Source: an optimization exercise on an open RTL-to-GDS flow (aim: small area). Production flows keep margins and buffers that such runs may drop. In this exercise RTL edits were held to simulation tests only and were not proved equivalent to the original. Power is estimated from default activity; no workload was simulated. No driver is modelled on the clock port, so clocking that relies on it looks cheaper here than on a real chip.

v6:
==> flow/design.v (excerpt) <==
module adc16_top(
 	input                  CLK,
    input                  RESET_n,
	input                  RX1,
	output                 TX1,
    input   wire           CLKOUT_U10_n,
    input   wire           CLKOUT_U11_n,
    input   wire           CLKOUT_U12_n,
    input   wire           CLKOUT_U13_n,
    input   wire           CLKOUT_U14_n,
    input   wire           CLKOUT_U15_n,
    input   wire           CLKOUT_U16_n,
    input   wire           CLKOUT_U17_n,
    input   wire           CLKOUT_U18_n,
    input   wire           CLKOUT_U19_n,
    input   wire           CLKOUT_U20_n,
    input   wire           CLKOUT_U21_n,
    input   wire           CLKOUT_U22_n,
    input   wire           CLKOUT_U23_n,
    input   wire           CLKOUT_U24_n,
    input   wire           CLKOUT_U25_n,
    input   wire           CLKOUT_U10_p,
    input   wire           CLKOUT_U11_p,
    input   wire           CLKOUT_U12_p,
    input   wire           CLKOUT_U13_p,
    input   wire           CLKOUT_U14_p,
    input   wire           CLKOUT_U15_p,
    input   wire           CLKOUT_U16_p,
    input   wire           CLKOUT_U17_p,
    input   wire           CLKOUT_U18_p,
    input   wire           CLKOUT_U19_p,
    input   wire           CLKOUT_U20_p,
    input   wire           CLKOUT_U21_p,
    input   wire           CLKOUT_U22_p,
    input   wire           CLKOUT_U23_p,
    input   wire           CLKOUT_U24_p,
    input   wire           CLKOUT_U25_p,
    input   wire  [15:0]   DATA_IN_U10,
    input   wire  [15:0]   DATA_IN_U11,
    input   wire  [15:0]   DATA_IN_U12,
    input   wire  [15:0]   DATA_IN_U13,
    input   wire  [15:0]   DATA_IN_U14,
    input   wire  [15:0]   DATA_IN_U15,
    input   wire  [15:0]   DATA_IN_U16,
    input   wire  [15:0]   DATA_IN_U17,
    input   wire  [15:0]   DATA_IN_U18,
    input   wire  [15:0]   DATA_IN_U19,
    input   wire  [15:0]   DATA_IN_U20,
    input   wire  [15:0]   DATA_IN_U21,
    input   wire  [15:0]   DATA_IN_U22,
    input   wire  [15:0]   DATA_IN_U23,
    input   wire  [15:0]   DATA_IN_U24,
  ...
Size: ~1,000 cells after synthesis, about 290 I/O pins, roughly 17,000 um^2 of cells after synthesis.
==> module UART_RX, before the edit <==
module UART_RX (
    input                 CLK,
    input                 RESET_n,
    input                 RX,
    output reg            RX_FF,
    output reg            RX_00
    );
    localparam [8:0] L_MID = 9'h026;   
    localparam [8:0] L_END = 9'h0b6;   
    reg    [3:0]          cnt_bit;
    reg    [8:0]          cnt_clk;
    reg                   ones;
    reg                   zeros;
    wire                  busy        = !(cnt_bit[3] && cnt_bit[1]);
    wire                  valid       = !busy && !cnt_bit[0];
    wire                  end_cnt_clk = cnt_clk == L_END;
    wire                  mid         = cnt_clk == L_MID;
    always @(posedge CLK) begin
        if (!RESET_n)
            cnt_bit <= 4'd15;
        else if (!busy)
            cnt_bit <= RX ? 4'd15 : 4'd0;
        else if (cnt_bit == 0 && mid && RX)
            cnt_bit <= 4'd15;
        else if (end_cnt_clk)
            cnt_bit <= cnt_bit + 1'b1;
    end
    always @(posedge CLK) begin
        if (RESET_n && busy && !end_cnt_clk)
            cnt_clk <= {cnt_clk[7:0], ~(cnt_clk[8] ^ cnt_clk[4])};
        else
            cnt_clk <= 0;
    end
    always @(posedge CLK) begin
        if (mid && busy && cnt_bit != 0 && cnt_bit != 10 - 1) begin
            ones  <= RX & (ones | cnt_bit == 1);
            zeros <= !RX & (zeros | cnt_bit == 1);
        end
    end
    always @(posedge CLK) begin
        if (!RESET_n) begin
            RX_FF <= 1'b0;
            RX_00 <= 1'b1;
        end else if (valid) begin
            RX_FF <= ones;
            RX_00 <= zeros;
        end
    end
endmodule
clock: 20.0 ns
lec_check: 0
cap_margin: 0
core_margin: 2
core_utilization: 65
place_density: 0.75
slew_margin: 0
standard.sh (not shown) runs the stock make flow with config.mk's settings and CLKGATE_MAP_FILE= SYNTH_SCRIPT=/design/flow/synth_recipe.tcl, a recipe that flattens the netlist after the stock synthesis.
==> flow/flow/run.sh <==
#!/bin/bash
# The standard layout (standard.sh) with three changes:
#  - synthesis maps the combinational logic with an area-oriented ABC script;
#  - port buffers are sky130_fd_sc_hd__buf_1 instead of the default cell;
#  - clock-tree sinks are clustered into groups of up to 34, each driven by a
#    clkbuf_16, with clkbuf_4 above them, and without dummy loads.
set -euo pipefail
W=$PWD
export CUSTOM_ABC_SCRIPT=$W/flow/abc_area.script
export FLOW_SYNTH_TCL=$W/synth_recipe.tcl
bash standard.sh \
  "SYNTH_SCRIPT=$W/flow/synth.tcl" \
  "BUFFER_PORTS_ARGS=-buffer_cell sky130_fd_sc_hd__buf_1" \
  "CTS_ARGS=-sink_clustering_enable -repair_clock_nets -sink_clustering_size 34 -sink_clustering_max_diameter 200 -root_buf sky130_fd_sc_hd__clkbuf_4 -tree_buf sky130_fd_sc_hd__clkbuf_4 -sink_clustering_buffer sky130_fd_sc_hd__clkbuf_16 -dont_use_dummy_load" \
  finish > standard.log 2>&1
==> flow/flow/abc_area.script <==
strash
&get -n
&st
&syn2
&dch
&put
amap -m
==> flow/flow/synth.tcl <==
# The standard synthesis (synth_recipe.tcl), with Yosys's abc pass given
# an area-oriented ABC script (abc_area.script beside this file) in place of
# ORFS's speed script. Only the combinational mapping changes: the flip-flops
# are mapped by dfflibmap before abc runs, exactly as in the standard flow.
proc abc {args} {
  set i [lsearch -exact $args -script]
  if {$i >= 0} { lset args [expr {$i + 1}] $::env(CUSTOM_ABC_SCRIPT) }
  yosys abc {*}$args
}
source $::env(FLOW_SYNTH_TCL)
v6 | stages: all done | timing, DRC, antenna: all pass
Changes in v7 relative to v6:
--- a/flow/design.v
+++ b/flow/design.v
@@ -29,15 +29,14 @@
         if (RESET_n && busy && !end_cnt_clk)
             cnt_clk <= {cnt_clk[7:0], ~(cnt_clk[8] ^ cnt_clk[4])};
         else
             cnt_clk <= 0;
     end
+    wire                  sample = mid && busy && cnt_bit != 0 && cnt_bit != 10 - 1;
     always @(posedge CLK) begin
-        if (mid && busy && cnt_bit != 0 && cnt_bit != 10 - 1) begin
-            ones  <= RX & (ones | cnt_bit == 1);
-            zeros <= !RX & (zeros | cnt_bit == 1);
-        end
+        ones  <= cnt_bit == 0 || (ones  && !(sample && !RX));
+        zeros <= cnt_bit == 0 || (zeros && !(sample &&  RX));
     end
     always @(posedge CLK) begin
         if (!RESET_n) begin
             RX_FF <= 1'b0;
             RX_00 <= 1'b1;
### Flow results
Routing usage on met2 across v6 and v7: no real change.
Compare v6 and v7 | critical path's largest stage delay higher: v6
In summary, v7 completed successfully, with a layout that passed the timing, DRC and antenna checks.
Share of total power in combinational logic, v6 and v7: higher on v7
Diff v6 and v7: proportion of power drawn by the clock network higher in v6
For area of the die, v7 and v6 come out practically identical.
Going from v6 to v7, post-synthesis net count did not really move; placement-stage worst setup slack went up; final area did not really move.

---

adc16_top again, from the RTL that the note above started with.
==> module LTC2203, before the edit <==
module LTC2203(
    input   wire           CLK,
    input   wire           RESET_n,
    input   wire           CLKOUT_U10_n,
    input   wire           CLKOUT_U11_n,
    input   wire           CLKOUT_U12_n,
    input   wire           CLKOUT_U13_n,
    input   wire           CLKOUT_U14_n,
    input   wire           CLKOUT_U15_n,
    input   wire           CLKOUT_U16_n,
    input   wire           CLKOUT_U17_n,
    input   wire           CLKOUT_U18_n,
    input   wire           CLKOUT_U19_n,
    input   wire           CLKOUT_U20_n,
    input   wire           CLKOUT_U21_n,
    input   wire           CLKOUT_U22_n,
    input   wire           CLKOUT_U23_n,
    input   wire           CLKOUT_U24_n,
    input   wire           CLKOUT_U25_n,
    input   wire           CLKOUT_U10_p,
    input   wire           CLKOUT_U11_p,
    input   wire           CLKOUT_U12_p,
    input   wire           CLKOUT_U13_p,
    input   wire           CLKOUT_U14_p,
    input   wire           CLKOUT_U15_p,
    input   wire           CLKOUT_U16_p,
    input   wire           CLKOUT_U17_p,
    input   wire           CLKOUT_U18_p,
    input   wire           CLKOUT_U19_p,
    input   wire           CLKOUT_U20_p,
    input   wire           CLKOUT_U21_p,
    input   wire           CLKOUT_U22_p,
    input   wire           CLKOUT_U23_p,
    input   wire           CLKOUT_U24_p,
    input   wire           CLKOUT_U25_p,
    input   wire  [15:0]   DATA_IN_U10,
    input   wire  [15:0]   DATA_IN_U11,
    input   wire  [15:0]   DATA_IN_U12,
    input   wire  [15:0]   DATA_IN_U13,
    input   wire  [15:0]   DATA_IN_U14,
    input   wire  [15:0]   DATA_IN_U15,
    input   wire  [15:0]   DATA_IN_U16,
    input   wire  [15:0]   DATA_IN_U17,
    input   wire  [15:0]   DATA_IN_U18,
    input   wire  [15:0]   DATA_IN_U19,
    input   wire  [15:0]   DATA_IN_U20,
    input   wire  [15:0]   DATA_IN_U21,
    input   wire  [15:0]   DATA_IN_U22,
    input   wire  [15:0]   DATA_IN_U23,
    input   wire  [15:0]   DATA_IN_U24,
    input   wire  [15:0]   DATA_IN_U25,
    output  wire  [15:0]   DATA_OUT_U10,
    output  wire  [15:0]   DATA_OUT_U11,
    output  wire  [15:0]   DATA_OUT_U12,
    output  wire  [15:0]   DATA_OUT_U13,
    output  wire  [15:0]   DATA_OUT_U14,
    output  wire  [15:0]   DATA_OUT_U15,
    output  wire  [15:0]   DATA_OUT_U16,
    output  wire  [15:0]   DATA_OUT_U17,
    output  wire  [15:0]   DATA_OUT_U18,
    output  wire  [15:0]   DATA_OUT_U19,
    output  wire  [15:0]   DATA_OUT_U20,
    output  wire  [15:0]   DATA_OUT_U21,
    output  wire  [15:0]   DATA_OUT_U22,
    output  wire  [15:0]   DATA_OUT_U23,
    output  wire  [15:0]   DATA_OUT_U24,
    output  wire  [15:0]   DATA_OUT_U25
    );
    wire       [15:0]      CLKOUT_n_bus = {CLKOUT_U25_n, CLKOUT_U24_n, CLKOUT_U23_n, CLKOUT_U22_n, CLKOUT_U21_n, CLKOUT_U20_n, CLKOUT_U19_n, CLKOUT_U18_n, CLKOUT_U17_n, CLKOUT_U16_n, CLKOUT_U15_n, CLKOUT_U14_n, CLKOUT_U13_n, CLKOUT_U12_n, CLKOUT_U11_n, CLKOUT_U10_n};
    wire       [255:0]     DATA_IN_bus  = {DATA_IN_U25, DATA_IN_U24, DATA_IN_U23, DATA_IN_U22, DATA_IN_U21, DATA_IN_U20, DATA_IN_U19, DATA_IN_U18, DATA_IN_U17, DATA_IN_U16, DATA_IN_U15, DATA_IN_U14, DATA_IN_U13, DATA_IN_U12, DATA_IN_U11, DATA_IN_U10};
    reg        [15:0]      CLKOUT_n_d;
    reg                    RESET_d;       
    reg        [255:0]     DATA_IN_reg;
    wire                   armed = RESET_n && !RESET_d;
    always @(posedge CLK) begin
        RESET_d    <= !RESET_n;
        CLKOUT_n_d <= CLKOUT_n_bus;
    end
    genvar k;
    generate
        for (k = 0; k < 16; k = k + 1) begin : g_ch
            always @(posedge CLK) begin
                if (armed && CLKOUT_n_bus[k] && !CLKOUT_n_d[k])
                    DATA_IN_reg[16*k +: 16] <= DATA_IN_bus[16*k +: 16];
            end
        end
    endgenerate
    assign                 DATA_OUT_U10 = DATA_IN_reg[15:0];
    assign                 DATA_OUT_U11 = DATA_IN_reg[31:16];
    assign                 DATA_OUT_U12 = DATA_IN_reg[47:32];
    assign                 DATA_OUT_U13 = DATA_IN_reg[63:48];
    assign                 DATA_OUT_U14 = DATA_IN_reg[79:64];
    assign                 DATA_OUT_U15 = DATA_IN_reg[95:80];
    assign                 DATA_OUT_U16 = DATA_IN_reg[111:96];
    assign                 DATA_OUT_U17 = DATA_IN_reg[127:112];
    assign                 DATA_OUT_U18 = DATA_IN_reg[143:128];
    assign                 DATA_OUT_U19 = DATA_IN_reg[159:144];
    assign                 DATA_OUT_U20 = DATA_IN_reg[175:160];
    assign                 DATA_OUT_U21 = DATA_IN_reg[191:176];
    assign                 DATA_OUT_U22 = DATA_IN_reg[207:192];
    assign                 DATA_OUT_U23 = DATA_IN_reg[223:208];
    assign                 DATA_OUT_U24 = DATA_IN_reg[239:224];
    assign                 DATA_OUT_U25 = DATA_IN_reg[255:240];
endmodule
Settings: LEC_CHECK=0, CAP_MARGIN=0, CORE_MARGIN=2, CORE_UTILIZATION=65, PLACE_DENSITY=0.75, SLEW_MARGIN=0; clock period 20.0 ns.
==> flow/flow/run.sh <==
#!/bin/bash
# The standard layout (standard.sh) with three changes:
#  - synthesis maps the combinational logic with an area-oriented ABC script;
#  - port buffers are sky130_fd_sc_hd__buf_1 instead of the default cell;
#  - clock-tree sinks are clustered into groups of up to 34, without dummy loads.
set -euo pipefail
W=$PWD
export CUSTOM_ABC_SCRIPT=$W/flow/abc_area.script
export FLOW_SYNTH_TCL=$W/synth_recipe.tcl
bash standard.sh \
  "SYNTH_SCRIPT=$W/flow/synth.tcl" \
  "BUFFER_PORTS_ARGS=-buffer_cell sky130_fd_sc_hd__buf_1" \
  "CTS_ARGS=-sink_clustering_enable -repair_clock_nets -sink_clustering_size 34 -sink_clustering_max_diameter 200 -dont_use_dummy_load" \
  finish > standard.log 2>&1
Scripts as last shown in full above: flow/flow/abc_area.script, flow/flow/synth.tcl
Next try:
--- a/flow/design.v
+++ b/flow/design.v
@@ -185,18 +185,18 @@
     wire       [15:0]      CLKOUT_n_bus = {CLKOUT_U25_n, CLKOUT_U24_n, CLKOUT_U23_n, CLKOUT_U22_n, CLKOUT_U21_n, CLKOUT_U20_n, CLKOUT_U19_n, CLKOUT_U18_n, CLKOUT_U17_n, CLKOUT_U16_n, CLKOUT_U15_n, CLKOUT_U14_n, CLKOUT_U13_n, CLKOUT_U12_n, CLKOUT_U11_n, CLKOUT_U10_n};
     wire       [255:0]     DATA_IN_bus  = {DATA_IN_U25, DATA_IN_U24, DATA_IN_U23, DATA_IN_U22, DATA_IN_U21, DATA_IN_U20, DATA_IN_U19, DATA_IN_U18, DATA_IN_U17, DATA_IN_U16, DATA_IN_U15, DATA_IN_U14, DATA_IN_U13, DATA_IN_U12, DATA_IN_U11, DATA_IN_U10};
     reg        [15:0]      CLKOUT_n_d;
-    reg                    RESET_d;       
     reg        [255:0]     DATA_IN_reg;
-    wire                   armed = RESET_n && !RESET_d;
-    always @(posedge CLK) begin
-        RESET_d    <= !RESET_n;
-        CLKOUT_n_d <= CLKOUT_n_bus;
+    always @(posedge CLK or negedge RESET_n) begin
+        if (!RESET_n)
+            CLKOUT_n_d <= 16'hFFFF;
+        else
+            CLKOUT_n_d <= CLKOUT_n_bus;
     end
     genvar k;
     generate
         for (k = 0; k < 16; k = k + 1) begin : g_ch
             always @(posedge CLK) begin
-                if (armed && CLKOUT_n_bus[k] && !CLKOUT_n_d[k])
+                if (CLKOUT_n_bus[k] && !CLKOUT_n_d[k])
                     DATA_IN_reg[16*k +: 16] <= DATA_IN_bus[16*k +: 16];
             end
         end
=> Sequential power is about the same. Power climbs slightly. Worst setup slack gets better by 870 ps. Clock-buffer cell count stays the same. Worst hold slack hardly moves.

what the ideal ports hide:
No port has a modelled driver above. Below, the same layouts with a new extraction and two added sets of constraints. Step 1 assumes that a clkbuf_16 drives the clock port and a buf_2 every other input. Step 2 moves the port delays by t, midway between the first and last clock arrival at a register: inputs arrive t later, outputs are due t later. That takes back most of the time a late clock gives input paths. Slacks: ideal ports / drivers / drivers and shift; pairs: ideal ports / drivers.
run	shift t [ns]	setup slack, ns	hold slack, ns	worst setup path after step 2	worst data-port slew with drivers (ns)
v6	0.807	13.841 / 13.863 / 13.056	0.372 / 0.372 / 0.372	input to register	0.08
v7	0.815	13.828 / 13.847 / 13.032	0.298 / 0.298 / 0.298	input to register	0.09
the first run of note 2	0.578	13.626 / 13.653 / 13.075	0.372 / 0.372 / 0.372	input to register	0.08
the second run of note 2	0.577	14.494 / 14.523 / 13.946	0.370 / 0.370 / 0.370	input to register	0.08
After both steps every run listed still meets setup and hold. The setup slack of v7, which loses most, moves by +0.019 ns with the drivers and by -0.796 ns with both steps.
